From an optimization exercise on the open Yosys and OpenROAD flow, aimed at small area, a short achievable clock period and few clock cycles per item; shortcuts taken in it are not production practice.
In this exercise RTL edits were held to simulation tests only and were not proved equivalent to the original.

===== flow/config.mk =====
export PLATFORM = sky130hd
export DESIGN_NAME = phase_ctrl
export DESIGN_NICKNAME = phase_ctrl
export VERILOG_FILES = /design/flow/design.v
export SDC_FILE = /design/flow/constraint.sdc
export NUM_CORES = 4
export LEC_CHECK = 0
export ABC_AREA = 1
export CAP_MARGIN = 20
export CORE_MARGIN = 2
export CORE_UTILIZATION = 40
export SETUP_SLACK_MARGIN = 4.3
export SLEW_MARGIN = 20

===== flow/constraint.sdc =====
create_clock -name core_clock -period 8.0 [get_ports {clk}]
set_input_delay 1.6000 -clock core_clock [delete_from_list [all_inputs] [get_ports {clk}]]
set_output_delay 1.6000 -clock core_clock [all_outputs]
set_load 0.01 [all_outputs]

===== flow/design.v =====
module mac_s1(input [23:0] ae, input [23:0] be, input [15:0] W, input [15:0] P, output [79:0] x);
wire p0 = ((ae[0] & W[0])) ^ ae[2];
wire p1 = ((ae[0] & W[1]) | (ae[1] & W[0])) ^ ae[2];
wire p2 = ((ae[0] & W[2]) | (ae[1] & W[1])) ^ ae[2];
wire p3 = ((ae[0] & W[3]) | (ae[1] & W[2])) ^ ae[2];
wire p4 = ((ae[0] & W[4]) | (ae[1] & W[3])) ^ ae[2];
wire p5 = ((ae[0] & W[5]) | (ae[1] & W[4])) ^ ae[2];
wire p6 = ((ae[0] & W[6]) | (ae[1] & W[5])) ^ ae[2];
wire p7 = ((ae[0] & W[7]) | (ae[1] & W[6])) ^ ae[2];
wire p8 = ((ae[0] & W[8]) | (ae[1] & W[7])) ^ ae[2];
wire p9 = ((ae[0] & W[9]) | (ae[1] & W[8])) ^ ae[2];
wire p10 = ((ae[0] & W[10]) | (ae[1] & W[9])) ^ ae[2];
wire p11 = ((ae[0] & W[11]) | (ae[1] & W[10])) ^ ae[2];
wire p12 = ((ae[0] & W[12]) | (ae[1] & W[11])) ^ ae[2];
wire p13 = ((ae[0] & W[13]) | (ae[1] & W[12])) ^ ae[2];
wire p14 = ((ae[0] & W[14]) | (ae[1] & W[13])) ^ ae[2];
wire p15 = ((ae[0] & W[15]) | (ae[1] & W[14])) ^ ae[2];
wire p16 = ~(((ae[0] & W[15]) | (ae[1] & W[15])) ^ ae[2]);
wire p17 = ((ae[3] & W[0])) ^ ae[5];
wire p18 = ((ae[3] & W[1]) | (ae[4] & W[0])) ^ ae[5];
wire p19 = ((ae[3] & W[2]) | (ae[4] & W[1])) ^ ae[5];
wire p20 = ((ae[3] & W[3]) | (ae[4] & W[2])) ^ ae[5];
wire p21 = ((ae[3] & W[4]) | (ae[4] & W[3])) ^ ae[5];
wire p22 = ((ae[3] & W[5]) | (ae[4] & W[4])) ^ ae[5];
wire p23 = ((ae[3] & W[6]) | (ae[4] & W[5])) ^ ae[5];
wire p24 = ((ae[3] & W[7]) | (ae[4] & W[6])) ^ ae[5];
wire p25 = ((ae[3] & W[8]) | (ae[4] & W[7])) ^ ae[5];
wire p26 = ((ae[3] & W[9]) | (ae[4] & W[8])) ^ ae[5];
wire p27 = ((ae[3] & W[10]) | (ae[4] & W[9])) ^ ae[5];
wire p28 = ((ae[3] & W[11]) | (ae[4] & W[10])) ^ ae[5];
wire p29 = ((ae[3] & W[12]) | (ae[4] & W[11])) ^ ae[5];
wire p30 = ((ae[3] & W[13]) | (ae[4] & W[12])) ^ ae[5];
wire p31 = ((ae[3] & W[14]) | (ae[4] & W[13])) ^ ae[5];
wire p32 = ((ae[3] & W[15]) | (ae[4] & W[14])) ^ ae[5];
wire p33 = ~(((ae[3] & W[15]) | (ae[4] & W[15])) ^ ae[5]);
wire p34 = ((ae[6] & W[0])) ^ ae[8];
wire p35 = ((ae[6] & W[1]) | (ae[7] & W[0])) ^ ae[8];
wire p36 = ((ae[6] & W[2]) | (ae[7] & W[1])) ^ ae[8];
wire p37 = ((ae[6] & W[3]) | (ae[7] & W[2])) ^ ae[8];
wire p38 = ((ae[6] & W[4]) | (ae[7] & W[3])) ^ ae[8];
wire p39 = ((ae[6] & W[5]) | (ae[7] & W[4])) ^ ae[8];
wire p40 = ((ae[6] & W[6]) | (ae[7] & W[5])) ^ ae[8];
wire p41 = ((ae[6] & W[7]) | (ae[7] & W[6])) ^ ae[8];
wire p42 = ((ae[6] & W[8]) | (ae[7] & W[7])) ^ ae[8];
wire p43 = ((ae[6] & W[9]) | (ae[7] & W[8])) ^ ae[8];
wire p44 = ((ae[6] & W[10]) | (ae[7] & W[9])) ^ ae[8];
wire p45 = ((ae[6] & W[11]) | (ae[7] & W[10])) ^ ae[8];
wire p46 = ((ae[6] & W[12]) | (ae[7] & W[11])) ^ ae[8];
wire p47 = ((ae[6] & W[13]) | (ae[7] & W[12])) ^ ae[8];
wire p48 = ((ae[6] & W[14]) | (ae[7] & W[13])) ^ ae[8];
wire p49 = ((ae[6] & W[15]) | (ae[7] & W[14])) ^ ae[8];
wire p50 = ~(((ae[6] & W[15]) | (ae[7] & W[15])) ^ ae[8]);
wire p51 = ((ae[9] & W[0])) ^ ae[11];
wire p52 = ((ae[9] & W[1]) | (ae[10] & W[0])) ^ ae[11];
wire p53 = ((ae[9] & W[2]) | (ae[10] & W[1])) ^ ae[11];
wire p54 = ((ae[9] & W[3]) | (ae[10] & W[2])) ^ ae[11];
wire p55 = ((ae[9] & W[4]) | (ae[10] & W[3])) ^ ae[11];
wire p56 = ((ae[9] & W[5]) | (ae[10] & W[4])) ^ ae[11];
wire p57 = ((ae[9] & W[6]) | (ae[10] & W[5])) ^ ae[11];
wire p58 = ((ae[9] & W[7]) | (ae[10] & W[6])) ^ ae[11];
wire p59 = ((ae[9] & W[8]) | (ae[10] & W[7])) ^ ae[11];
wire p60 = ((ae[9] & W[9]) | (ae[10] & W[8])) ^ ae[11];
wire p61 = ((ae[9] & W[10]) | (ae[10] & W[9])) ^ ae[11];
wire p62 = ((ae[9] & W[11]) | (ae[10] & W[10])) ^ ae[11];
wire p63 = ((ae[9] & W[12]) | (ae[10] & W[11])) ^ ae[11];
wire p64 = ((ae[9] & W[13]) | (ae[10] & W[12])) ^ ae[11];
wire p65 = ((ae[9] & W[14]) | (ae[10] & W[13])) ^ ae[11];
wire p66 = ((ae[9] & W[15]) | (ae[10] & W[14])) ^ ae[11];
wire p67 = ~(((ae[9] & W[15]) | (ae[10] & W[15])) ^ ae[11]);
wire p68 = ((ae[12] & W[0])) ^ ae[14];
wire p69 = ((ae[12] & W[1]) | (ae[13] & W[0])) ^ ae[14];
wire p70 = ((ae[12] & W[2]) | (ae[13] & W[1])) ^ ae[14];
wire p71 = ((ae[12] & W[3]) | (ae[13] & W[2])) ^ ae[14];
wire p72 = ((ae[12] & W[4]) | (ae[13] & W[3])) ^ ae[14];
wire p73 = ((ae[12] & W[5]) | (ae[13] & W[4])) ^ ae[14];
wire p74 = ((ae[12] & W[6]) | (ae[13] & W[5])) ^ ae[14];
wire p75 = ((ae[12] & W[7]) | (ae[13] & W[6])) ^ ae[14];
wire p76 = ((ae[12] & W[8]) | (ae[13] & W[7])) ^ ae[14];
wire p77 = ((ae[12] & W[9]) | (ae[13] & W[8])) ^ ae[14];
wire p78 = ((ae[12] & W[10]) | (ae[13] & W[9])) ^ ae[14];
wire p79 = ((ae[12] & W[11]) | (ae[13] & W[10])) ^ ae[14];
wire p80 = ((ae[12] & W[12]) | (ae[13] & W[11])) ^ ae[14];
wire p81 = ((ae[12] & W[13]) | (ae[13] & W[12])) ^ ae[14];
wire p82 = ((ae[12] & W[14]) | (ae[13] & W[13])) ^ ae[14];
wire p83 = ((ae[12] & W[15]) | (ae[13] & W[14])) ^ ae[14];
wire p84 = ((ae[15] & W[0])) ^ ae[17];
wire p85 = ((ae[15] & W[1]) | (ae[16] & W[0])) ^ ae[17];
wire p86 = ((ae[15] & W[2]) | (ae[16] & W[1])) ^ ae[17];
wire p87 = ((ae[15] & W[3]) | (ae[16] & W[2])) ^ ae[17];
wire p88 = ((ae[15] & W[4]) | (ae[16] & W[3])) ^ ae[17];
wire p89 = ((ae[15] & W[5]) | (ae[16] & W[4])) ^ ae[17];
wire p90 = ((ae[15] & W[6]) | (ae[16] & W[5])) ^ ae[17];
wire p91 = ((ae[15] & W[7]) | (ae[16] & W[6])) ^ ae[17];
wire p92 = ((ae[15] & W[8]) | (ae[16] & W[7])) ^ ae[17];
wire p93 = ((ae[15] & W[9]) | (ae[16] & W[8])) ^ ae[17];
wire p94 = ((ae[15] & W[10]) | (ae[16] & W[9])) ^ ae[17];
wire p95 = ((ae[15] & W[11]) | (ae[16] & W[10])) ^ ae[17];
wire p96 = ((ae[15] & W[12]) | (ae[16] & W[11])) ^ ae[17];
wire p97 = ((ae[15] & W[13]) | (ae[16] & W[12])) ^ ae[17];
wire p98 = ((ae[18] & W[0])) ^ ae[20];
wire p99 = ((ae[18] & W[1]) | (ae[19] & W[0])) ^ ae[20];
wire p100 = ((ae[18] & W[2]) | (ae[19] & W[1])) ^ ae[20];
wire p101 = ((ae[18] & W[3]) | (ae[19] & W[2])) ^ ae[20];
wire p102 = ((ae[18] & W[4]) | (ae[19] & W[3])) ^ ae[20];
wire p103 = ((ae[18] & W[5]) | (ae[19] & W[4])) ^ ae[20];
wire p104 = ((ae[18] & W[6]) | (ae[19] & W[5])) ^ ae[20];
wire p105 = ((ae[18] & W[7]) | (ae[19] & W[6])) ^ ae[20];
wire p106 = ((ae[18] & W[8]) | (ae[19] & W[7])) ^ ae[20];
wire p107 = ((ae[18] & W[9]) | (ae[19] & W[8])) ^ ae[20];
wire p108 = ((ae[18] & W[10]) | (ae[19] & W[9])) ^ ae[20];
wire p109 = ((ae[18] & W[11]) | (ae[19] & W[10])) ^ ae[20];
wire p110 = ((ae[21] & W[0])) ^ ae[23];
wire p111 = ((ae[21] & W[1]) | (ae[22] & W[0])) ^ ae[23];
wire p112 = ((ae[21] & W[2]) | (ae[22] & W[1])) ^ ae[23];
wire p113 = ((ae[21] & W[3]) | (ae[22] & W[2])) ^ ae[23];
wire p114 = ((ae[21] & W[4]) | (ae[22] & W[3])) ^ ae[23];
wire p115 = ((ae[21] & W[5]) | (ae[22] & W[4])) ^ ae[23];
wire p116 = ((ae[21] & W[6]) | (ae[22] & W[5])) ^ ae[23];
wire p117 = ((ae[21] & W[7]) | (ae[22] & W[6])) ^ ae[23];
wire p118 = ((ae[21] & W[8]) | (ae[22] & W[7])) ^ ae[23];
wire p119 = ((ae[21] & W[9]) | (ae[22] & W[8])) ^ ae[23];
wire p120 = ((be[0] & P[0])) ^ be[2];
wire p121 = ((be[0] & P[1]) | (be[1] & P[0])) ^ be[2];
wire p122 = ((be[0] & P[2]) | (be[1] & P[1])) ^ be[2];
wire p123 = ((be[0] & P[3]) | (be[1] & P[2])) ^ be[2];
wire p124 = ((be[0] & P[4]) | (be[1] & P[3])) ^ be[2];
wire p125 = ((be[0] & P[5]) | (be[1] & P[4])) ^ be[2];
wire p126 = ((be[0] & P[6]) | (be[1] & P[5])) ^ be[2];
wire p127 = ((be[0] & P[7]) | (be[1] & P[6])) ^ be[2];
wire p128 = ((be[0] & P[8]) | (be[1] & P[7])) ^ be[2];
wire p129 = ((be[0] & P[9]) | (be[1] & P[8])) ^ be[2];
wire p130 = ((be[0] & P[10]) | (be[1] & P[9])) ^ be[2];
wire p131 = ((be[0] & P[11]) | (be[1] & P[10])) ^ be[2];
wire p132 = ((be[0] & P[12]) | (be[1] & P[11])) ^ be[2];
wire p133 = ((be[0] & P[13]) | (be[1] & P[12])) ^ be[2];
wire p134 = ((be[0] & P[14]) | (be[1] & P[13])) ^ be[2];
wire p135 = ((be[0] & P[15]) | (be[1] & P[14])) ^ be[2];
wire p136 = ~(((be[0] & P[15]) | (be[1] & P[15])) ^ be[2]);
wire p137 = ((be[3] & P[0])) ^ be[5];
wire p138 = ((be[3] & P[1]) | (be[4] & P[0])) ^ be[5];
wire p139 = ((be[3] & P[2]) | (be[4] & P[1])) ^ be[5];
wire p140 = ((be[3] & P[3]) | (be[4] & P[2])) ^ be[5];
wire p141 = ((be[3] & P[4]) | (be[4] & P[3])) ^ be[5];
wire p142 = ((be[3] & P[5]) | (be[4] & P[4])) ^ be[5];
wire p143 = ((be[3] & P[6]) | (be[4] & P[5])) ^ be[5];
wire p144 = ((be[3] & P[7]) | (be[4] & P[6])) ^ be[5];
wire p145 = ((be[3] & P[8]) | (be[4] & P[7])) ^ be[5];
wire p146 = ((be[3] & P[9]) | (be[4] & P[8])) ^ be[5];
wire p147 = ((be[3] & P[10]) | (be[4] & P[9])) ^ be[5];
wire p148 = ((be[3] & P[11]) | (be[4] & P[10])) ^ be[5];
wire p149 = ((be[3] & P[12]) | (be[4] & P[11])) ^ be[5];
wire p150 = ((be[3] & P[13]) | (be[4] & P[12])) ^ be[5];
wire p151 = ((be[3] & P[14]) | (be[4] & P[13])) ^ be[5];
wire p152 = ((be[3] & P[15]) | (be[4] & P[14])) ^ be[5];
wire p153 = ~(((be[3] & P[15]) | (be[4] & P[15])) ^ be[5]);
wire p154 = ((be[6] & P[0])) ^ be[8];
wire p155 = ((be[6] & P[1]) | (be[7] & P[0])) ^ be[8];
wire p156 = ((be[6] & P[2]) | (be[7] & P[1])) ^ be[8];
wire p157 = ((be[6] & P[3]) | (be[7] & P[2])) ^ be[8];
wire p158 = ((be[6] & P[4]) | (be[7] & P[3])) ^ be[8];
wire p159 = ((be[6] & P[5]) | (be[7] & P[4])) ^ be[8];
wire p160 = ((be[6] & P[6]) | (be[7] & P[5])) ^ be[8];
wire p161 = ((be[6] & P[7]) | (be[7] & P[6])) ^ be[8];
wire p162 = ((be[6] & P[8]) | (be[7] & P[7])) ^ be[8];
wire p163 = ((be[6] & P[9]) | (be[7] & P[8])) ^ be[8];
wire p164 = ((be[6] & P[10]) | (be[7] & P[9])) ^ be[8];
wire p165 = ((be[6] & P[11]) | (be[7] & P[10])) ^ be[8];
wire p166 = ((be[6] & P[12]) | (be[7] & P[11])) ^ be[8];
wire p167 = ((be[6] & P[13]) | (be[7] & P[12])) ^ be[8];
wire p168 = ((be[6] & P[14]) | (be[7] & P[13])) ^ be[8];
wire p169 = ((be[6] & P[15]) | (be[7] & P[14])) ^ be[8];
wire p170 = ~(((be[6] & P[15]) | (be[7] & P[15])) ^ be[8]);
wire p171 = ((be[9] & P[0])) ^ be[11];
wire p172 = ((be[9] & P[1]) | (be[10] & P[0])) ^ be[11];
wire p173 = ((be[9] & P[2]) | (be[10] & P[1])) ^ be[11];
wire p174 = ((be[9] & P[3]) | (be[10] & P[2])) ^ be[11];
wire p175 = ((be[9] & P[4]) | (be[10] & P[3])) ^ be[11];
wire p176 = ((be[9] & P[5]) | (be[10] & P[4])) ^ be[11];
wire p177 = ((be[9] & P[6]) | (be[10] & P[5])) ^ be[11];
wire p178 = ((be[9] & P[7]) | (be[10] & P[6])) ^ be[11];
wire p179 = ((be[9] & P[8]) | (be[10] & P[7])) ^ be[11];
wire p180 = ((be[9] & P[9]) | (be[10] & P[8])) ^ be[11];
wire p181 = ((be[9] & P[10]) | (be[10] & P[9])) ^ be[11];
wire p182 = ((be[9] & P[11]) | (be[10] & P[10])) ^ be[11];
wire p183 = ((be[9] & P[12]) | (be[10] & P[11])) ^ be[11];
wire p184 = ((be[9] & P[13]) | (be[10] & P[12])) ^ be[11];
wire p185 = ((be[9] & P[14]) | (be[10] & P[13])) ^ be[11];
wire p186 = ((be[9] & P[15]) | (be[10] & P[14])) ^ be[11];
wire p187 = ~(((be[9] & P[15]) | (be[10] & P[15])) ^ be[11]);
wire p188 = ((be[12] & P[0])) ^ be[14];
wire p189 = ((be[12] & P[1]) | (be[13] & P[0])) ^ be[14];
wire p190 = ((be[12] & P[2]) | (be[13] & P[1])) ^ be[14];
wire p191 = ((be[12] & P[3]) | (be[13] & P[2])) ^ be[14];
wire p192 = ((be[12] & P[4]) | (be[13] & P[3])) ^ be[14];
wire p193 = ((be[12] & P[5]) | (be[13] & P[4])) ^ be[14];
wire p194 = ((be[12] & P[6]) | (be[13] & P[5])) ^ be[14];
wire p195 = ((be[12] & P[7]) | (be[13] & P[6])) ^ be[14];
wire p196 = ((be[12] & P[8]) | (be[13] & P[7])) ^ be[14];
wire p197 = ((be[12] & P[9]) | (be[13] & P[8])) ^ be[14];
wire p198 = ((be[12] & P[10]) | (be[13] & P[9])) ^ be[14];
wire p199 = ((be[12] & P[11]) | (be[13] & P[10])) ^ be[14];
wire p200 = ((be[12] & P[12]) | (be[13] & P[11])) ^ be[14];
wire p201 = ((be[12] & P[13]) | (be[13] & P[12])) ^ be[14];
wire p202 = ((be[12] & P[14]) | (be[13] & P[13])) ^ be[14];
wire p203 = ((be[12] & P[15]) | (be[13] & P[14])) ^ be[14];
wire p204 = ((be[15] & P[0])) ^ be[17];
wire p205 = ((be[15] & P[1]) | (be[16] & P[0])) ^ be[17];
wire p206 = ((be[15] & P[2]) | (be[16] & P[1])) ^ be[17];
wire p207 = ((be[15] & P[3]) | (be[16] & P[2])) ^ be[17];
wire p208 = ((be[15] & P[4]) | (be[16] & P[3])) ^ be[17];
wire p209 = ((be[15] & P[5]) | (be[16] & P[4])) ^ be[17];
wire p210 = ((be[15] & P[6]) | (be[16] & P[5])) ^ be[17];
wire p211 = ((be[15] & P[7]) | (be[16] & P[6])) ^ be[17];
wire p212 = ((be[15] & P[8]) | (be[16] & P[7])) ^ be[17];
wire p213 = ((be[15] & P[9]) | (be[16] & P[8])) ^ be[17];
wire p214 = ((be[15] & P[10]) | (be[16] & P[9])) ^ be[17];
wire p215 = ((be[15] & P[11]) | (be[16] & P[10])) ^ be[17];
wire p216 = ((be[15] & P[12]) | (be[16] & P[11])) ^ be[17];
wire p217 = ((be[15] & P[13]) | (be[16] & P[12])) ^ be[17];
wire p218 = ((be[18] & P[0])) ^ be[20];
wire p219 = ((be[18] & P[1]) | (be[19] & P[0])) ^ be[20];
wire p220 = ((be[18] & P[2]) | (be[19] & P[1])) ^ be[20];
wire p221 = ((be[18] & P[3]) | (be[19] & P[2])) ^ be[20];
wire p222 = ((be[18] & P[4]) | (be[19] & P[3])) ^ be[20];
wire p223 = ((be[18] & P[5]) | (be[19] & P[4])) ^ be[20];
wire p224 = ((be[18] & P[6]) | (be[19] & P[5])) ^ be[20];
wire p225 = ((be[18] & P[7]) | (be[19] & P[6])) ^ be[20];
wire p226 = ((be[18] & P[8]) | (be[19] & P[7])) ^ be[20];
wire p227 = ((be[18] & P[9]) | (be[19] & P[8])) ^ be[20];
wire p228 = ((be[18] & P[10]) | (be[19] & P[9])) ^ be[20];
wire p229 = ((be[18] & P[11]) | (be[19] & P[10])) ^ be[20];
wire p230 = ((be[21] & P[0])) ^ be[23];
wire p231 = ((be[21] & P[1]) | (be[22] & P[0])) ^ be[23];
wire p232 = ((be[21] & P[2]) | (be[22] & P[1])) ^ be[23];
wire p233 = ((be[21] & P[3]) | (be[22] & P[2])) ^ be[23];
wire p234 = ((be[21] & P[4]) | (be[22] & P[3])) ^ be[23];
wire p235 = ((be[21] & P[5]) | (be[22] & P[4])) ^ be[23];
wire p236 = ((be[21] & P[6]) | (be[22] & P[5])) ^ be[23];
wire p237 = ((be[21] & P[7]) | (be[22] & P[6])) ^ be[23];
wire p238 = ((be[21] & P[8]) | (be[22] & P[7])) ^ be[23];
wire p239 = ((be[21] & P[9]) | (be[22] & P[8])) ^ be[23];
wire p240 = ae[2] ^ be[2] ^ p0;
wire p241 = (ae[2] & be[2]) | (ae[2] & p0) | (be[2] & p0);
wire p242 = p1 ^ p121;
wire p243 = p1 & p121;
wire p244 = ae[5] ^ be[5] ^ p122;
wire p245 = (ae[5] & be[5]) | (ae[5] & p122) | (be[5] & p122);
wire p246 = p137 ^ p17 ^ p2;
wire p247 = (p137 & p17) | (p137 & p2) | (p17 & p2);
wire p248 = p243 ^ p244;
wire p249 = p243 & p244;
wire p250 = p123 ^ p138 ^ p18;
wire p251 = (p123 & p138) | (p123 & p18) | (p138 & p18);
wire p252 = p3 ^ p245 ^ p247;
wire p253 = (p3 & p245) | (p3 & p247) | (p245 & p247);
wire p254 = p250 ^ p249;
wire p255 = p250 & p249;
wire p256 = ae[8] ^ be[8] ^ p124;
wire p257 = (ae[8] & be[8]) | (ae[8] & p124) | (be[8] & p124);
wire p258 = p139 ^ p154 ^ p19;
wire p259 = (p139 & p154) | (p139 & p19) | (p154 & p19);
wire p260 = p34 ^ p4 ^ p251;
wire p261 = (p34 & p4) | (p34 & p251) | (p4 & p251);
wire p262 = p256 ^ p258 ^ p253;
wire p263 = (p256 & p258) | (p256 & p253) | (p258 & p253);
wire p264 = p255 ^ p260;
wire p265 = p255 & p260;
wire p266 = p125 ^ p140 ^ p155;
wire p267 = (p125 & p140) | (p125 & p155) | (p140 & p155);
wire p268 = p20 ^ p35 ^ p5;
wire p269 = (p20 & p35) | (p20 & p5) | (p35 & p5);
wire p270 = p257 ^ p259 ^ p266;
wire p271 = (p257 & p259) | (p257 & p266) | (p259 & p266);
wire p272 = p268 ^ p261 ^ p270;
wire p273 = (p268 & p261) | (p268 & p270) | (p261 & p270);
wire p274 = p265 ^ p263;
wire p275 = p265 & p263;
wire p276 = ae[11] ^ be[11] ^ p126;
wire p277 = (ae[11] & be[11]) | (ae[11] & p126) | (be[11] & p126);
wire p278 = p141 ^ p156 ^ p171;
wire p279 = (p141 & p156) | (p141 & p171) | (p156 & p171);
wire p280 = p21 ^ p36 ^ p51;
wire p281 = (p21 & p36) | (p21 & p51) | (p36 & p51);
wire p282 = p6 ^ p267 ^ p269;
wire p283 = (p6 & p267) | (p6 & p269) | (p267 & p269);
wire p284 = p276 ^ p278 ^ p280;
wire p285 = (p276 & p278) | (p276 & p280) | (p278 & p280);
wire p286 = p271 ^ p282 ^ p284;
wire p287 = (p271 & p282) | (p271 & p284) | (p282 & p284);
wire p288 = p275 ^ p273;
wire p289 = p275 & p273;
wire p290 = p127 ^ p142 ^ p157;
wire p291 = (p127 & p142) | (p127 & p157) | (p142 & p157);
wire p292 = p172 ^ p22 ^ p37;
wire p293 = (p172 & p22) | (p172 & p37) | (p22 & p37);
wire p294 = p52 ^ p7 ^ p277;
wire p295 = (p52 & p7) | (p52 & p277) | (p7 & p277);
wire p296 = p279 ^ p281 ^ p290;
wire p297 = (p279 & p281) | (p279 & p290) | (p281 & p290);
wire p298 = p292 ^ p283 ^ p285;
wire p299 = (p292 & p283) | (p292 & p285) | (p283 & p285);
wire p300 = p294 ^ p296 ^ p287;
wire p301 = (p294 & p296) | (p294 & p287) | (p296 & p287);
wire p302 = p298 ^ p289;
wire p303 = p298 & p289;
wire p304 = ae[14] ^ be[14] ^ p128;
wire p305 = (ae[14] & be[14]) | (ae[14] & p128) | (be[14] & p128);
wire p306 = p143 ^ p158 ^ p173;
wire p307 = (p143 & p158) | (p143 & p173) | (p158 & p173);
wire p308 = p188 ^ p23 ^ p38;
wire p309 = (p188 & p23) | (p188 & p38) | (p23 & p38);
wire p310 = p53 ^ p68 ^ p8;
wire p311 = (p53 & p68) | (p53 & p8) | (p68 & p8);
wire p312 = p291 ^ p293 ^ p304;
wire p313 = (p291 & p293) | (p291 & p304) | (p293 & p304);
wire p314 = p306 ^ p308 ^ p310;
wire p315 = (p306 & p308) | (p306 & p310) | (p308 & p310);
wire p316 = p295 ^ p297 ^ p312;
wire p317 = (p295 & p297) | (p295 & p312) | (p297 & p312);
wire p318 = p314 ^ p299;
wire p319 = p314 & p299;
wire p320 = p129 ^ p144 ^ p159;
wire p321 = (p129 & p144) | (p129 & p159) | (p144 & p159);
wire p322 = p174 ^ p189 ^ p24;
wire p323 = (p174 & p189) | (p174 & p24) | (p189 & p24);
wire p324 = p39 ^ p54 ^ p69;
wire p325 = (p39 & p54) | (p39 & p69) | (p54 & p69);
wire p326 = p9 ^ p305 ^ p307;
wire p327 = (p9 & p305) | (p9 & p307) | (p305 & p307);
wire p328 = p309 ^ p311 ^ p320;
wire p329 = (p309 & p311) | (p309 & p320) | (p311 & p320);
wire p330 = p322 ^ p324 ^ p313;
wire p331 = (p322 & p324) | (p322 & p313) | (p324 & p313);
wire p332 = p315 ^ p326 ^ p328;
wire p333 = (p315 & p326) | (p315 & p328) | (p326 & p328);
wire p334 = ae[17] ^ be[17] ^ p10;
wire p335 = (ae[17] & be[17]) | (ae[17] & p10) | (be[17] & p10);
wire p336 = p130 ^ p145 ^ p160;
wire p337 = (p130 & p145) | (p130 & p160) | (p145 & p160);
wire p338 = p175 ^ p190 ^ p204;
wire p339 = (p175 & p190) | (p175 & p204) | (p190 & p204);
wire p340 = p25 ^ p40 ^ p55;
wire p341 = (p25 & p40) | (p25 & p55) | (p40 & p55);
wire p342 = p70 ^ p84 ^ p321;
wire p343 = (p70 & p84) | (p70 & p321) | (p84 & p321);
wire p344 = p323 ^ p325 ^ p334;
wire p345 = (p323 & p325) | (p323 & p334) | (p325 & p334);
wire p346 = p336 ^ p338 ^ p340;
wire p347 = (p336 & p338) | (p336 & p340) | (p338 & p340);
wire p348 = p327 ^ p329 ^ p342;
wire p349 = (p327 & p329) | (p327 & p342) | (p329 & p342);
wire p350 = p344 ^ p346;
wire p351 = p344 & p346;
wire p352 = p11 ^ p131 ^ p146;
wire p353 = (p11 & p131) | (p11 & p146) | (p131 & p146);
wire p354 = p161 ^ p176 ^ p191;
wire p355 = (p161 & p176) | (p161 & p191) | (p176 & p191);
wire p356 = p205 ^ p26 ^ p41;
wire p357 = (p205 & p26) | (p205 & p41) | (p26 & p41);
wire p358 = p56 ^ p71 ^ p85;
wire p359 = (p56 & p71) | (p56 & p85) | (p71 & p85);
wire p360 = p335 ^ p337 ^ p339;
wire p361 = (p335 & p337) | (p335 & p339) | (p337 & p339);
wire p362 = p341 ^ p352 ^ p354;
wire p363 = (p341 & p352) | (p341 & p354) | (p352 & p354);
wire p364 = p356 ^ p358 ^ p343;
wire p365 = (p356 & p358) | (p356 & p343) | (p358 & p343);
wire p366 = p345 ^ p347 ^ p360;
wire p367 = (p345 & p347) | (p345 & p360) | (p347 & p360);
wire p368 = p362 ^ p351;
wire p369 = p362 & p351;
wire p370 = ae[20] ^ be[20] ^ p12;
wire p371 = (ae[20] & be[20]) | (ae[20] & p12) | (be[20] & p12);
wire p372 = p132 ^ p147 ^ p162;
wire p373 = (p132 & p147) | (p132 & p162) | (p147 & p162);
wire p374 = p177 ^ p192 ^ p206;
wire p375 = (p177 & p192) | (p177 & p206) | (p192 & p206);
wire p376 = p218 ^ p27 ^ p42;
wire p377 = (p218 & p27) | (p218 & p42) | (p27 & p42);
wire p378 = p57 ^ p72 ^ p86;
wire p379 = (p57 & p72) | (p57 & p86) | (p72 & p86);
wire p380 = p98 ^ p353 ^ p355;
wire p381 = (p98 & p353) | (p98 & p355) | (p353 & p355);
wire p382 = p357 ^ p359 ^ p370;
wire p383 = (p357 & p359) | (p357 & p370) | (p359 & p370);
wire p384 = p372 ^ p374 ^ p376;
wire p385 = (p372 & p374) | (p372 & p376) | (p374 & p376);
wire p386 = p378 ^ p361 ^ p363;
wire p387 = (p378 & p361) | (p378 & p363) | (p361 & p363);
wire p388 = p380 ^ p382 ^ p384;
wire p389 = (p380 & p382) | (p380 & p384) | (p382 & p384);
wire p390 = p365 ^ p367;
wire p391 = p365 & p367;
wire p392 = p13 ^ p133 ^ p148;
wire p393 = (p13 & p133) | (p13 & p148) | (p133 & p148);
wire p394 = p163 ^ p178 ^ p193;
wire p395 = (p163 & p178) | (p163 & p193) | (p178 & p193);
wire p396 = p207 ^ p219 ^ p28;
wire p397 = (p207 & p219) | (p207 & p28) | (p219 & p28);
wire p398 = p43 ^ p58 ^ p73;
wire p399 = (p43 & p58) | (p43 & p73) | (p58 & p73);
wire p400 = p87 ^ p99 ^ p371;
wire p401 = (p87 & p99) | (p87 & p371) | (p99 & p371);
wire p402 = p373 ^ p375 ^ p377;
wire p403 = (p373 & p375) | (p373 & p377) | (p375 & p377);
wire p404 = p379 ^ p392 ^ p394;
wire p405 = (p379 & p392) | (p379 & p394) | (p392 & p394);
wire p406 = p396 ^ p398 ^ p381;
wire p407 = (p396 & p398) | (p396 & p381) | (p398 & p381);
wire p408 = p383 ^ p385 ^ p400;
wire p409 = (p383 & p385) | (p383 & p400) | (p385 & p400);
wire p410 = p402 ^ p404 ^ p387;
wire p411 = (p402 & p404) | (p402 & p387) | (p404 & p387);
wire p412 = p406 ^ p389;
wire p413 = p406 & p389;
wire p414 = ae[23] ^ be[23] ^ p100;
wire p415 = (ae[23] & be[23]) | (ae[23] & p100) | (be[23] & p100);
wire p416 = p110 ^ p134 ^ p14;
wire p417 = (p110 & p134) | (p110 & p14) | (p134 & p14);
wire p418 = p149 ^ p164 ^ p179;
wire p419 = (p149 & p164) | (p149 & p179) | (p164 & p179);
wire p420 = p194 ^ p208 ^ p220;
wire p421 = (p194 & p208) | (p194 & p220) | (p208 & p220);
wire p422 = p230 ^ p29 ^ p44;
wire p423 = (p230 & p29) | (p230 & p44) | (p29 & p44);
wire p424 = p59 ^ p74 ^ p88;
wire p425 = (p59 & p74) | (p59 & p88) | (p74 & p88);
wire p426 = p393 ^ p395 ^ p397;
wire p427 = (p393 & p395) | (p393 & p397) | (p395 & p397);
wire p428 = p399 ^ p414 ^ p416;
wire p429 = (p399 & p414) | (p399 & p416) | (p414 & p416);
wire p430 = p418 ^ p420 ^ p422;
wire p431 = (p418 & p420) | (p418 & p422) | (p420 & p422);
wire p432 = p424 ^ p401 ^ p403;
wire p433 = (p424 & p401) | (p424 & p403) | (p401 & p403);
wire p434 = p405 ^ p426 ^ p428;
wire p435 = (p405 & p426) | (p405 & p428) | (p426 & p428);
wire p436 = p430 ^ p407 ^ p409;
wire p437 = (p430 & p407) | (p430 & p409) | (p407 & p409);
wire p438 = p432 ^ p434;
wire p439 = p432 & p434;
wire p440 = p101 ^ p111 ^ p135;
wire p441 = (p101 & p111) | (p101 & p135) | (p111 & p135);
wire p442 = p15 ^ p150 ^ p165;
wire p443 = (p15 & p150) | (p15 & p165) | (p150 & p165);
wire p444 = p180 ^ p195 ^ p209;
wire p445 = (p180 & p195) | (p180 & p209) | (p195 & p209);
wire p446 = p221 ^ p231 ^ p30;
wire p447 = (p221 & p231) | (p221 & p30) | (p231 & p30);
wire p448 = p45 ^ p60 ^ p75;
wire p449 = (p45 & p60) | (p45 & p75) | (p60 & p75);
wire p450 = p89 ^ p415 ^ p417;
wire p451 = (p89 & p415) | (p89 & p417) | (p415 & p417);
wire p452 = p419 ^ p421 ^ p423;
wire p453 = (p419 & p421) | (p419 & p423) | (p421 & p423);
wire p454 = p425 ^ p440 ^ p442;
wire p455 = (p425 & p440) | (p425 & p442) | (p440 & p442);
wire p456 = p444 ^ p446 ^ p448;
wire p457 = (p444 & p446) | (p444 & p448) | (p446 & p448);
wire p458 = p427 ^ p429 ^ p431;
wire p459 = (p427 & p429) | (p427 & p431) | (p429 & p431);
wire p460 = p450 ^ p452 ^ p454;
wire p461 = (p450 & p452) | (p450 & p454) | (p452 & p454);
wire p462 = p456 ^ p433 ^ p435;
wire p463 = (p456 & p433) | (p456 & p435) | (p433 & p435);
wire p464 = p458 ^ p460;
wire p465 = p458 & p460;
wire p466 = p102 ^ p112 ^ p136;
wire p467 = (p102 & p112) | (p102 & p136) | (p112 & p136);
wire p468 = p151 ^ p16 ^ p166;
wire p469 = (p151 & p16) | (p151 & p166) | (p16 & p166);
wire p470 = p181 ^ p196 ^ p210;
wire p471 = (p181 & p196) | (p181 & p210) | (p196 & p210);
wire p472 = p222 ^ p232 ^ p31;
wire p473 = (p222 & p232) | (p222 & p31) | (p232 & p31);
wire p474 = p46 ^ p61 ^ p76;
wire p475 = (p46 & p61) | (p46 & p76) | (p61 & p76);
wire p476 = p90 ^ p441 ^ p443;
wire p477 = (p90 & p441) | (p90 & p443) | (p441 & p443);
wire p478 = p445 ^ p447 ^ p449;
wire p479 = (p445 & p447) | (p445 & p449) | (p447 & p449);
wire p480 = p466 ^ p468 ^ p470;
wire p481 = (p466 & p468) | (p466 & p470) | (p468 & p470);
wire p482 = p472 ^ p474 ^ p451;
wire p483 = (p472 & p474) | (p472 & p451) | (p474 & p451);
wire p484 = p453 ^ p455 ^ p457;
wire p485 = (p453 & p455) | (p453 & p457) | (p455 & p457);
wire p486 = p476 ^ p478 ^ p480;
wire p487 = (p476 & p478) | (p476 & p480) | (p478 & p480);
wire p488 = p459 ^ p482 ^ p461;
wire p489 = (p459 & p482) | (p459 & p461) | (p482 & p461);
wire p490 = p484 ^ p486;
wire p491 = p484 & p486;
wire p492 = 1'b1 ^ p103 ^ p113;
wire p493 = (1'b1 & p103) | (1'b1 & p113) | (p103 & p113);
wire p494 = p152 ^ p167 ^ p182;
wire p495 = (p152 & p167) | (p152 & p182) | (p167 & p182);
wire p496 = p197 ^ p211 ^ p223;
wire p497 = (p197 & p211) | (p197 & p223) | (p211 & p223);
wire p498 = p233 ^ p32 ^ p47;
wire p499 = (p233 & p32) | (p233 & p47) | (p32 & p47);
wire p500 = p62 ^ p77 ^ p91;
wire p501 = (p62 & p77) | (p62 & p91) | (p77 & p91);
wire p502 = p467 ^ p469 ^ p471;
wire p503 = (p467 & p469) | (p467 & p471) | (p469 & p471);
wire p504 = p473 ^ p475 ^ p492;
wire p505 = (p473 & p475) | (p473 & p492) | (p475 & p492);
wire p506 = p494 ^ p496 ^ p498;
wire p507 = (p494 & p496) | (p494 & p498) | (p496 & p498);
wire p508 = p500 ^ p477 ^ p479;
wire p509 = (p500 & p477) | (p500 & p479) | (p477 & p479);
wire p510 = p481 ^ p502 ^ p504;
wire p511 = (p481 & p502) | (p481 & p504) | (p502 & p504);
wire p512 = p506 ^ p483 ^ p485;
wire p513 = (p506 & p483) | (p506 & p485) | (p483 & p485);
wire p514 = p508 ^ p487 ^ p510;
wire p515 = (p508 & p487) | (p508 & p510) | (p487 & p510);
wire p516 = 1'b1 ^ p104 ^ p114;
wire p517 = (1'b1 & p104) | (1'b1 & p114) | (p104 & p114);
wire p518 = p153 ^ p168 ^ p183;
wire p519 = (p153 & p168) | (p153 & p183) | (p168 & p183);
wire p520 = p198 ^ p212 ^ p224;
wire p521 = (p198 & p212) | (p198 & p224) | (p212 & p224);
wire p522 = p234 ^ p33 ^ p48;
wire p523 = (p234 & p33) | (p234 & p48) | (p33 & p48);
wire p524 = p63 ^ p78 ^ p92;
wire p525 = (p63 & p78) | (p63 & p92) | (p78 & p92);
wire p526 = p493 ^ p495 ^ p497;
wire p527 = (p493 & p495) | (p493 & p497) | (p495 & p497);
wire p528 = p499 ^ p501 ^ p516;
wire p529 = (p499 & p501) | (p499 & p516) | (p501 & p516);
wire p530 = p518 ^ p520 ^ p522;
wire p531 = (p518 & p520) | (p518 & p522) | (p520 & p522);
wire p532 = p524 ^ p503 ^ p505;
wire p533 = (p524 & p503) | (p524 & p505) | (p503 & p505);
wire p534 = p507 ^ p526 ^ p528;
wire p535 = (p507 & p526) | (p507 & p528) | (p526 & p528);
wire p536 = p530 ^ p509 ^ p511;
wire p537 = (p530 & p509) | (p530 & p511) | (p509 & p511);
wire p538 = p532 ^ p534;
wire p539 = p532 & p534;
wire p540 = p105 ^ p115 ^ p169;
wire p541 = (p105 & p115) | (p105 & p169) | (p115 & p169);
wire p542 = p184 ^ p199 ^ p213;
wire p543 = (p184 & p199) | (p184 & p213) | (p199 & p213);
wire p544 = p225 ^ p235 ^ p49;
wire p545 = (p225 & p235) | (p225 & p49) | (p235 & p49);
wire p546 = p64 ^ p79 ^ p93;
wire p547 = (p64 & p79) | (p64 & p93) | (p79 & p93);
wire p548 = p517 ^ p519 ^ p521;
wire p549 = (p517 & p519) | (p517 & p521) | (p519 & p521);
wire p550 = p523 ^ p525 ^ p540;
wire p551 = (p523 & p525) | (p523 & p540) | (p525 & p540);
wire p552 = p542 ^ p544 ^ p546;
wire p553 = (p542 & p544) | (p542 & p546) | (p544 & p546);
wire p554 = p527 ^ p529 ^ p531;
wire p555 = (p527 & p529) | (p527 & p531) | (p529 & p531);
wire p556 = p548 ^ p550 ^ p552;
wire p557 = (p548 & p550) | (p548 & p552) | (p550 & p552);
wire p558 = p533 ^ p535 ^ p554;
wire p559 = (p533 & p535) | (p533 & p554) | (p535 & p554);
wire p560 = 1'b1 ^ p106 ^ p116;
wire p561 = (1'b1 & p106) | (1'b1 & p116) | (p106 & p116);
wire p562 = p170 ^ p185 ^ p200;
wire p563 = (p170 & p185) | (p170 & p200) | (p185 & p200);
wire p564 = p214 ^ p226 ^ p236;
wire p565 = (p214 & p226) | (p214 & p236) | (p226 & p236);
wire p566 = p50 ^ p65 ^ p80;
wire p567 = (p50 & p65) | (p50 & p80) | (p65 & p80);
wire p568 = p94 ^ p541 ^ p543;
wire p569 = (p94 & p541) | (p94 & p543) | (p541 & p543);
wire p570 = p545 ^ p547 ^ p560;
wire p571 = (p545 & p547) | (p545 & p560) | (p547 & p560);
wire p572 = p562 ^ p564 ^ p566;
wire p573 = (p562 & p564) | (p562 & p566) | (p564 & p566);
wire p574 = p549 ^ p551 ^ p553;
wire p575 = (p549 & p551) | (p549 & p553) | (p551 & p553);
wire p576 = p568 ^ p570 ^ p572;
wire p577 = (p568 & p570) | (p568 & p572) | (p570 & p572);
wire p578 = p555 ^ p557;
wire p579 = p555 & p557;
wire p580 = p107 ^ p117 ^ p186;
wire p581 = (p107 & p117) | (p107 & p186) | (p117 & p186);
wire p582 = p201 ^ p215 ^ p227;
wire p583 = (p201 & p215) | (p201 & p227) | (p215 & p227);
wire p584 = p237 ^ p66 ^ p81;
wire p585 = (p237 & p66) | (p237 & p81) | (p66 & p81);
wire p586 = p95 ^ p561 ^ p563;
wire p587 = (p95 & p561) | (p95 & p563) | (p561 & p563);
wire p588 = p565 ^ p567 ^ p580;
wire p589 = (p565 & p567) | (p565 & p580) | (p567 & p580);
wire p590 = p582 ^ p584 ^ p569;
wire p591 = (p582 & p584) | (p582 & p569) | (p584 & p569);
wire p592 = p571 ^ p573 ^ p586;
wire p593 = (p571 & p573) | (p571 & p586) | (p573 & p586);
wire p594 = p588 ^ p575 ^ p590;
wire p595 = (p588 & p575) | (p588 & p590) | (p575 & p590);
wire p596 = 1'b1 ^ p108 ^ p118;
wire p597 = (1'b1 & p108) | (1'b1 & p118) | (p108 & p118);
wire p598 = p187 ^ p202 ^ p216;
wire p599 = (p187 & p202) | (p187 & p216) | (p202 & p216);
wire p600 = p228 ^ p238 ^ p67;
wire p601 = (p228 & p238) | (p228 & p67) | (p238 & p67);
wire p602 = p82 ^ p96 ^ p581;
wire p603 = (p82 & p96) | (p82 & p581) | (p96 & p581);
wire p604 = p583 ^ p585 ^ p596;
wire p605 = (p583 & p585) | (p583 & p596) | (p585 & p596);
wire p606 = p598 ^ p600 ^ p587;
wire p607 = (p598 & p600) | (p598 & p587) | (p600 & p587);
wire p608 = p589 ^ p602 ^ p604;
wire p609 = (p589 & p602) | (p589 & p604) | (p602 & p604);
wire p610 = p591 ^ p593;
wire p611 = p591 & p593;
wire p612 = p109 ^ p119 ^ p203;
wire p613 = (p109 & p119) | (p109 & p203) | (p119 & p203);
wire p614 = p217 ^ p229 ^ p239;
wire p615 = (p217 & p229) | (p217 & p239) | (p229 & p239);
wire p616 = p83 ^ p97 ^ p597;
wire p617 = (p83 & p97) | (p83 & p597) | (p97 & p597);
wire p618 = p599 ^ p601 ^ p612;
wire p619 = (p599 & p601) | (p599 & p612) | (p601 & p612);
wire p620 = p614 ^ p603 ^ p605;
wire p621 = (p614 & p603) | (p614 & p605) | (p603 & p605);
wire p622 = p616 ^ p618 ^ p607;
wire p623 = (p616 & p618) | (p616 & p607) | (p618 & p607);
assign x = {p622, p611, p620, p609, p595, p610, p608, p606, p594, p579, p592, p577, p559, p578, p576, p574, p558, p537, p539, p556, p536, p515, p538, p513, p514, p512, p489, p491, p488, p490, p463, p465, p462, p464, p439, p437, p438, p436, p411, p413, p410, p412, p391, p408, p390, p388, p386, p369, p368, p366, p364, p349, p348, p333, p350, p331, p332, p319, p330, p317, p303, p301, p318, p316, p302, p300, p288, p286, p274, p272, p262, p264, p254, p252, p248, p246, p241, p242, p240, p120};
endmodule
module mac_s2(input [79:0] x, output [15:0] y);
wire q0 = x[16] ^ x[17] ^ x[18];
wire q1 = (x[16] & x[17]) | (x[16] & x[18]) | (x[17] & x[18]);
wire q2 = x[20] ^ x[21] ^ x[22];
wire q3 = (x[20] & x[21]) | (x[20] & x[22]) | (x[21] & x[22]);
wire q4 = x[23] ^ q1;
wire q5 = x[23] & q1;
wire q6 = x[24] ^ x[25] ^ x[26];
wire q7 = (x[24] & x[25]) | (x[24] & x[26]) | (x[25] & x[26]);
wire q8 = x[27] ^ q3 ^ q6;
wire q9 = (x[27] & q3) | (x[27] & q6) | (q3 & q6);
wire q10 = x[28] ^ x[29] ^ x[30];
wire q11 = (x[28] & x[29]) | (x[28] & x[30]) | (x[29] & x[30]);
wire q12 = x[31] ^ q7 ^ q10;
wire q13 = (x[31] & q7) | (x[31] & q10) | (q7 & q10);
wire q14 = x[32] ^ x[33] ^ x[34];
wire q15 = (x[32] & x[33]) | (x[32] & x[34]) | (x[33] & x[34]);
wire q16 = x[35] ^ q11 ^ q14;
wire q17 = (x[35] & q11) | (x[35] & q14) | (q11 & q14);
wire q18 = x[36] ^ x[37] ^ x[38];
wire q19 = (x[36] & x[37]) | (x[36] & x[38]) | (x[37] & x[38]);
wire q20 = x[39] ^ q15 ^ q18;
wire q21 = (x[39] & q15) | (x[39] & q18) | (q15 & q18);
wire q22 = x[40] ^ x[41] ^ x[42];
wire q23 = (x[40] & x[41]) | (x[40] & x[42]) | (x[41] & x[42]);
wire q24 = x[43] ^ q19 ^ q22;
wire q25 = (x[43] & q19) | (x[43] & q22) | (q19 & q22);
wire q26 = x[44] ^ x[45] ^ x[46];
wire q27 = (x[44] & x[45]) | (x[44] & x[46]) | (x[45] & x[46]);
wire q28 = x[47] ^ q23 ^ q26;
wire q29 = (x[47] & q23) | (x[47] & q26) | (q23 & q26);
wire q30 = x[48] ^ x[49] ^ x[50];
wire q31 = (x[48] & x[49]) | (x[48] & x[50]) | (x[49] & x[50]);
wire q32 = x[51] ^ q27 ^ q30;
wire q33 = (x[51] & q27) | (x[51] & q30) | (q27 & q30);
wire q34 = x[52] ^ x[53] ^ x[54];
wire q35 = (x[52] & x[53]) | (x[52] & x[54]) | (x[53] & x[54]);
wire q36 = x[55] ^ q31 ^ q34;
wire q37 = (x[55] & q31) | (x[55] & q34) | (q31 & q34);
wire q38 = x[56] ^ x[57] ^ x[58];
wire q39 = (x[56] & x[57]) | (x[56] & x[58]) | (x[57] & x[58]);
wire q40 = x[59] ^ q35 ^ q38;
wire q41 = (x[59] & q35) | (x[59] & q38) | (q35 & q38);
wire q42 = x[60] ^ x[61] ^ x[62];
wire q43 = (x[60] & x[61]) | (x[60] & x[62]) | (x[61] & x[62]);
wire q44 = x[63] ^ q39 ^ q42;
wire q45 = (x[63] & q39) | (x[63] & q42) | (q39 & q42);
wire q46 = x[64] ^ x[65] ^ x[66];
wire q47 = (x[64] & x[65]) | (x[64] & x[66]) | (x[65] & x[66]);
wire q48 = x[67] ^ q43 ^ q46;
wire q49 = (x[67] & q43) | (x[67] & q46) | (q43 & q46);
wire q50 = x[68] ^ x[69] ^ x[70];
wire q51 = (x[68] & x[69]) | (x[68] & x[70]) | (x[69] & x[70]);
wire q52 = x[71] ^ q47 ^ q50;
wire q53 = (x[71] & q47) | (x[71] & q50) | (q47 & q50);
wire q54 = x[72] ^ x[73] ^ x[74];
wire q55 = (x[72] & x[73]) | (x[72] & x[74]) | (x[73] & x[74]);
wire q56 = x[75] ^ q51 ^ q54;
wire q57 = (x[75] & q51) | (x[75] & q54) | (q51 & q54);
wire q58 = x[76] ^ x[77] ^ x[78];
wire q59 = (x[76] & x[77]) | (x[76] & x[78]) | (x[77] & x[78]);
wire q60 = x[79] ^ q55 ^ q58;
wire q61 = (x[79] & q55) | (x[79] & q58) | (q55 & q58);
wire [23:0] sum = {q57, q53, q49, q45, q41, q37, q33, q29, q25, q21, q17, q13, q9, q5, q2, x[19], x[14], x[12], x[10], x[8], x[6], x[4], x[2], x[0]} + {q60, q56, q52, q48, q44, q40, q36, q32, q28, q24, q20, q16, q12, q8, q4, q0, x[15], x[13], x[11], x[9], x[7], x[5], x[3], x[1]};
assign y = sum[23:8];
endmodule
`timescale 1ns/1ps
module phase_ctrl(
                  input             clk,
                  input             resetn,
                  input             i2c_wr,
                  input  [15:0]     i2c_wdata,
                  input  [3:0]      i2c_addr,
                  input             fifo_empty,
                  input  [17:0]     fifo_rdata,
                  output            fifo_rden,
                  output reg [17:0] fifo_wdata,
                  output            fifo_wren,
                  input             fifo_almost_full
                 );
localparam NX = 80;
wire [23:0] enc_a, enc_b;
genvar k;
generate
    for (k = 0; k < 8; k = k + 1) begin : benc
        wire hi  = i2c_wdata[2*k+1];
        wire mid = i2c_wdata[2*k];
        wire lo  = (k == 0) ? 1'b0 : i2c_wdata[(k == 0) ? 0 : 2*k-1];
        wire one = mid ^ lo;
        wire two = (hi & ~mid & ~lo) | (~hi & mid & lo);
        assign enc_a[3*k+2:3*k] = {hi, two, one};
        assign enc_b[3*k+2:3*k] = {~hi, two, one};
    end
endgenerate
reg [23:0] ae;   
reg [23:0] be;   
always @(posedge clk or negedge resetn) begin
    if (!resetn) begin
        ae <= 24'h001000;
        be <= 24'h925924;
    end else if (i2c_wr) begin
        if (i2c_addr == 4'd0) ae <= enc_a;
        if (i2c_addr == 4'd1) be <= enc_b;
    end
end
reg [8:0] sr;
reg       wv;            
reg [2:0] credit;        
reg       hv;            
reg       adv;           
wire mid = |sr[4:0];
wire can_wr = |credit;
wire idle = ~wv & ~|sr;
assign fifo_rden = (adv & mid) | (adv & ~fifo_empty);
assign fifo_wren = wv & can_wr;
wire       wv_n = adv ? |sr[8:3] : wv;
wire [2:0] credit_n = (fifo_almost_full ? (idle ? 3'd0 : credit) : 3'd6) - {2'b00, fifo_wren};
always @(posedge clk or negedge resetn) begin
    if (!resetn) begin
        sr <= 9'd0;
        hv <= 1'b0;
    end else if (adv) begin
        sr <= {sr[7:0], ~mid & ~fifo_empty};
        if (sr[6]) hv <= 1'b1;
    end
end
always @(posedge clk or negedge resetn) begin
    if (!resetn) begin
        wv <= 1'b0;
        credit <= 3'd0;
        adv <= 1'b1;
    end else begin
        wv <= wv_n;
        credit <= credit_n;
        adv <= ~wv_n | (|credit_n);
    end
end
reg  [15:0]   W;
reg  [15:0]   H0, H1, H2, H3, H4;
reg  [NX-1:0] X;
reg  [15:0]   Y, D;
wire [NX-1:0] x_n;
wire [15:0]   y_n;
wire        rot = sr[1] | sr[2] | sr[3] | sr[5] | sr[6];
wire [15:0] P = H0 & {16{hv}};
mac_s1 s1(.ae(ae), .be(be), .W(W), .P(P), .x(x_n));
mac_s2 s2(.x(X), .y(y_n));
always @(posedge clk) begin
    if (adv) begin
        W <= fifo_rdata[15:0];
        X <= x_n;
        Y <= y_n;
        D <= Y;
        if (rot) begin
            H0 <= H1;
            H1 <= H2;
            H2 <= H3;
            H3 <= H4;
            H4 <= W;
        end
        if (sr[3])
            fifo_wdata <= {2'b01, fifo_rdata[15:0]};
        else if (sr[4] | sr[5] | sr[6])
            fifo_wdata <= {2'b00, D};
        else if (sr[7])
            fifo_wdata <= {2'b00, Y};
        else
            fifo_wdata <= {2'b10, Y};
    end
end
endmodule

===== flow/run.sh =====
#!/bin/bash
# synth_recipe.tcl (not shown) runs the flow's synth.tcl, then flattens the netlist and writes it again
# the make line also repeats each setting of config.mk as NAME=value (left out here)
make -C /OpenROAD-flow-scripts/flow DESIGN_CONFIG=/design/flow/config.mk WORK_HOME=/design/flow/orfs CLKGATE_MAP_FILE= SYNTH_SCRIPT=/design/flow/synth_recipe.tcl finish

==> results by group <==
Run status
  • Result of the run: finished clean

Synth
  • Post-synthesis share of cell area spent on and, or, nand and nor gates: 8.58%
  • Count of state elements after synthesis: 289
  • Instance count of the mapped netlist: 2015
  • Proportion of netlist area held by the largest area contributor: 33.0%
  • Cell type contributing the most total cell area after synthesis: sky130_fd_sc_hd__edfxtp_1
  • Top flip-flop cell by instance count after synthesis: sky130_fd_sc_hd__edfxtp_1
  • Netlist cell types: 35
  • Portion of the post-synthesis area used by sequential elements: 40.7%
  • Synth cell count leaders: sky130_fd_sc_hd__inv_1 (343), sky130_fd_sc_hd__nand2_1 (298), sky130_fd_sc_hd__xor2_1 (243)
  • Adder-cell share of the synthesized area: 21.4%
  • Number of enable-type register cells in the synthesized netlist: 226
  • YS warnings: 1
  • Area fraction in compound gates after synthesis: 10.0%
  • Main area contributors after synthesis: sky130_fd_sc_hd__edfxtp_1 (33%), sky130_fd_sc_hd__fa_1 (19%), sky130_fd_sc_hd__xor2_1 (10%)
  • Dominant combinational cell family by area after synthesis: adder cells
  • Syn Area/Cell: 10.2 µm²
  • Summed instance area of the synthesized netlist: 20600 µm²
  • Fraction of synthesized area in multiplexers: 0%
  • Nets in the synthesized netlist: 2296
  • XOR/XNOR share of the synthesized area: 10.6%
  • Share of synthesized flip-flops with an asynchronous set or reset: 21.8%
  • Most frequent cell after synthesis: sky130_fd_sc_hd__inv_1

Setup path
  • Slowest library cell on the worst path: sky130_fd_sc_hd__dfrtp_4
  • Arr. time, crit path: 4.06 ns
  • Timing endpoint of the critical path: X[55]
  • Startpoint-to-endpoint class of the critical path: register to register
  • Crit-path max FO: 14
  • Crit path top cell by count: sky130_fd_sc_hd__fa_1
  • Reg2reg setup slack: 4.26 ns
  • CP startpoint kind: register
  • Worst Setup End Kind: register
  • Required time of the critical path: 8.32 ns
  • Crit path from: hv
  • Terminus of the critical flop-to-flop path: X[55]
  • Reg-to-reg critical path startpoint: hv
  • Stage delay of the slowest cell on the critical path: 0.56 ns
  • Worst reg-to-reg path cell count: 9
  • List of cells traversed by the critical path: buf_12, nand2_4, o22ai_2, xor2_1, fa_1, fa_1, fa_1, inv_1, fa_1

Floorplan
  • X dimension of the die: 231 µm
  • Starting density of the core: 40.3%
  • Die Footprint: 53300 µm²
  • Total I/O pin count: 63
  • Die span in y: 231 µm
  • Number of rows created at floorplan: 83
  • Core outline area: 51100 µm²

Worst hold path
  • Worst hold-check path type: register to register

STA
  • Setup-violating endpoint count in the final report: 0
  • Worst clock skew: 0.0276 ns
  • Max transition margin: 31.5%
  • Hold Violations, Final: 0
  • Setup repair after global routing missed its margin: true
  • Transition time at the pin with the least slew margin: 1.03 ns
  • Min cycle time layout: 3.74 ns
  • Max Clock Freq: 0.267 GHz
  • Final clock period utilization by the worst path: 46.8%
  • Total negative setup slack: 0 ns
  • Final Slew Violations: 0

Route
  • Total wire length: 62200 µm
  • Router iterations before antenna repair: 6
  • Remaining design rule violation count: 0
  • Average routed wire per standard cell: 22.3 µm
  • Via count normalized by instance count: 5.36
  • Vias after detailed routing: 14.9k
  • Number of antenna-violating nets in the routed design: 0
  • Violation count after the first detailed-routing iteration: 1509

Clock tree
  • Clock Path Buffers: 3
  • Depth of the CTS H-tree: 1
  • CTS buffer count: 31
  • Root Buffer: sky130_fd_sc_hd__clkbuf_16
  • Hold_buf cts: 0
  • TritonCTS sink count: 289
  • Clk Latency, worst-skew pair: 0.61 ns
  • Clock tree from TritonCTS: yes
  • Clock transition at the registers of the reported paths: 0.06 ns

Layout
  • Antenna diodes: 0
  • Fraction of final layout cells sized beyond drive strength 1: 9.77%
  • Area growth, synth to finish: 14.0%
  • Number of nets at the end of the flow: 2365

Job
  • Max-capacitance violation count: 0

Global routing
  • Total global routing track utilization: 23.4%
  • Congestion Overflow GR: 0
  • Number of antenna violations at the first check in global routing: 0
  • First-pass GRT wire length: 92900 µm
  • Pin count of the biggest net entering global routing: 81
  • Vias in the first global route: 15.0k

Placed design
  • Port Buffers: 60
  • Final weighted congestion in routability-driven placement: 0.978
  • Post-DP HPWL: 45300 µm
-- layout make-up --
cell class                      count  area [µm²]
Inverter                          359        1440
Tap cell                          680         851
Multi-Input combinational cell   1271       10600
Clock buffer                       41         833
Sequential cell                   289        8400
Clock inverter                     17         163
Fill cell                        4836       27600
Timing Repair Buffer              132        1220
-- through the flow --
step / std cells / hold WS (ns) / setup slack, ns / area [µm²] / util, %
floorplan: 2015 / 0.400 / 4.31 / 20600 / -
global placement: 2665 / 0.401 / 3.41 / 21600 / 42.3
detailed placement: 2665 / 0.405 / 3.37 / 21600 / 42.3
CTS: 2741 / 0.416 / 4.23 / 22900 / 44.9
global route: 2789 / 0.424 / 4.22 / 23500 / 45.9
finish: 2789 / 0.417 / 4.26 / 23500 / 45.9
-- flip-flops by register name (all words and copies together), names as in the netlist, 9 cells and up --
name	flops
D	16
H1	16
fifo_wdata	18
H3	16
H2	16
X	80
ae	24
Y	16
be	24
H4	16
H0	16
sr	9
W	16
-- logic make-up (layout without fill, tap and decap cells) --
family,count (synthesis),count (layout)
compound gates,352,352
buf+inv,455,549
simple gates,433,433
xor+xnor,248,248
flops,289,289
fa+ha+maj,238,238
-- how the worst min path moves through the flow --
stage | startpoint | depth (start not counted) | endpoint
floorplan | H1[0] | 0 | H0[0]
global placement | H1[10] | 0 | H0[10]
detailed placement | H2[0] | 0 | H1[0]
CTS | H3[1] | 0 | H2[1]
global route | H3[13] | 0 | H2[13]
finish | H3[1] | 0 | H2[1]
-- layout by cell type (no fill, tap or decap), types with 13 or more instances in the layout --
| master | instances |
|---|---|
| sky130_fd_sc_hd__inv_1 | 323 |
| sky130_fd_sc_hd__nand2_1 | 282 |
| sky130_fd_sc_hd__xor2_1 | 241 |
| sky130_fd_sc_hd__edfxtp_1 | 226 |
| sky130_fd_sc_hd__o22ai_1 | 207 |
| sky130_fd_sc_hd__fa_1 | 190 |
| sky130_fd_sc_hd__o21ai_0 | 71 |
| sky130_fd_sc_hd__nor2_1 | 66 |
| sky130_fd_sc_hd__buf_4 | 64 |
| sky130_fd_sc_hd__clkdlybuf4s50_1 | 57 |
| sky130_fd_sc_hd__dfrtp_1 | 48 |
| sky130_fd_sc_hd__ha_1 | 47 |
| sky130_fd_sc_hd__a21oi_1 | 41 |
| sky130_fd_sc_hd__nand3_1 | 36 |
| sky130_fd_sc_hd__clkbuf_16 | 31 |
| sky130_fd_sc_hd__clkinvlp_4 | 24 |
| sky130_fd_sc_hd__a31oi_1 | 17 |
| sky130_fd_sc_hd__nand2_4 | 13 |
-- layer usage --
metal	track usage (%)	up-vias	wire length [µm]
li1	-	6714	-
met1	32.2	7427	26500
met2	36.6	674	28100
met3	3.74	129	4720
met4	10.0	0	2850
met5	0	-	0
-- repair_timing --
action / CTS / global route
gates resized for setup: 43 / 35
buffers inserted: 18 / 48
pin swaps: 2 / 3
setup endpoints to repair: 72 / 20
-- critical path: cells and delay by family, from the launching register on --
family	cells	cell delay, ns
AOI/OAI and AO/OA	1	0.21
buffers and inverters	2	0.26
xor gates and xnor gates	1	0.31
adders and majority gates	4	1.96
DFF	1	0.56
and+or+nand+nor	1	0.16
Testbench counts, summed over its fixed seeds: cycles 2,344, frames 384.

[static timing again, ports no longer ideal]
The flow's constraints put no driver on any port. The routed layout listed below was extracted and timed again, unchanged, in two steps. Step 1 assumes that a clkbuf_16 drives the clock port and a buf_2 every other input. Step 2 times the ports against the registers' clock, not the clock port: input delays grow and output delays shrink by t, the midpoint of the rising clock arrivals with the driver on. a / b / c = ideal / step 1 / step 2; a / b = the first two.
t (ns): 0.647
setup WS [ns]: 4.257 / 4.257 / 4.257
worst data-port slew with drivers (ns): 0.04
pins driven straight from the clock port: 1
After both steps this run still meets setup and hold. The setup slack of this run moves by 0.000 ns with the drivers and by 0.000 ns with both steps.
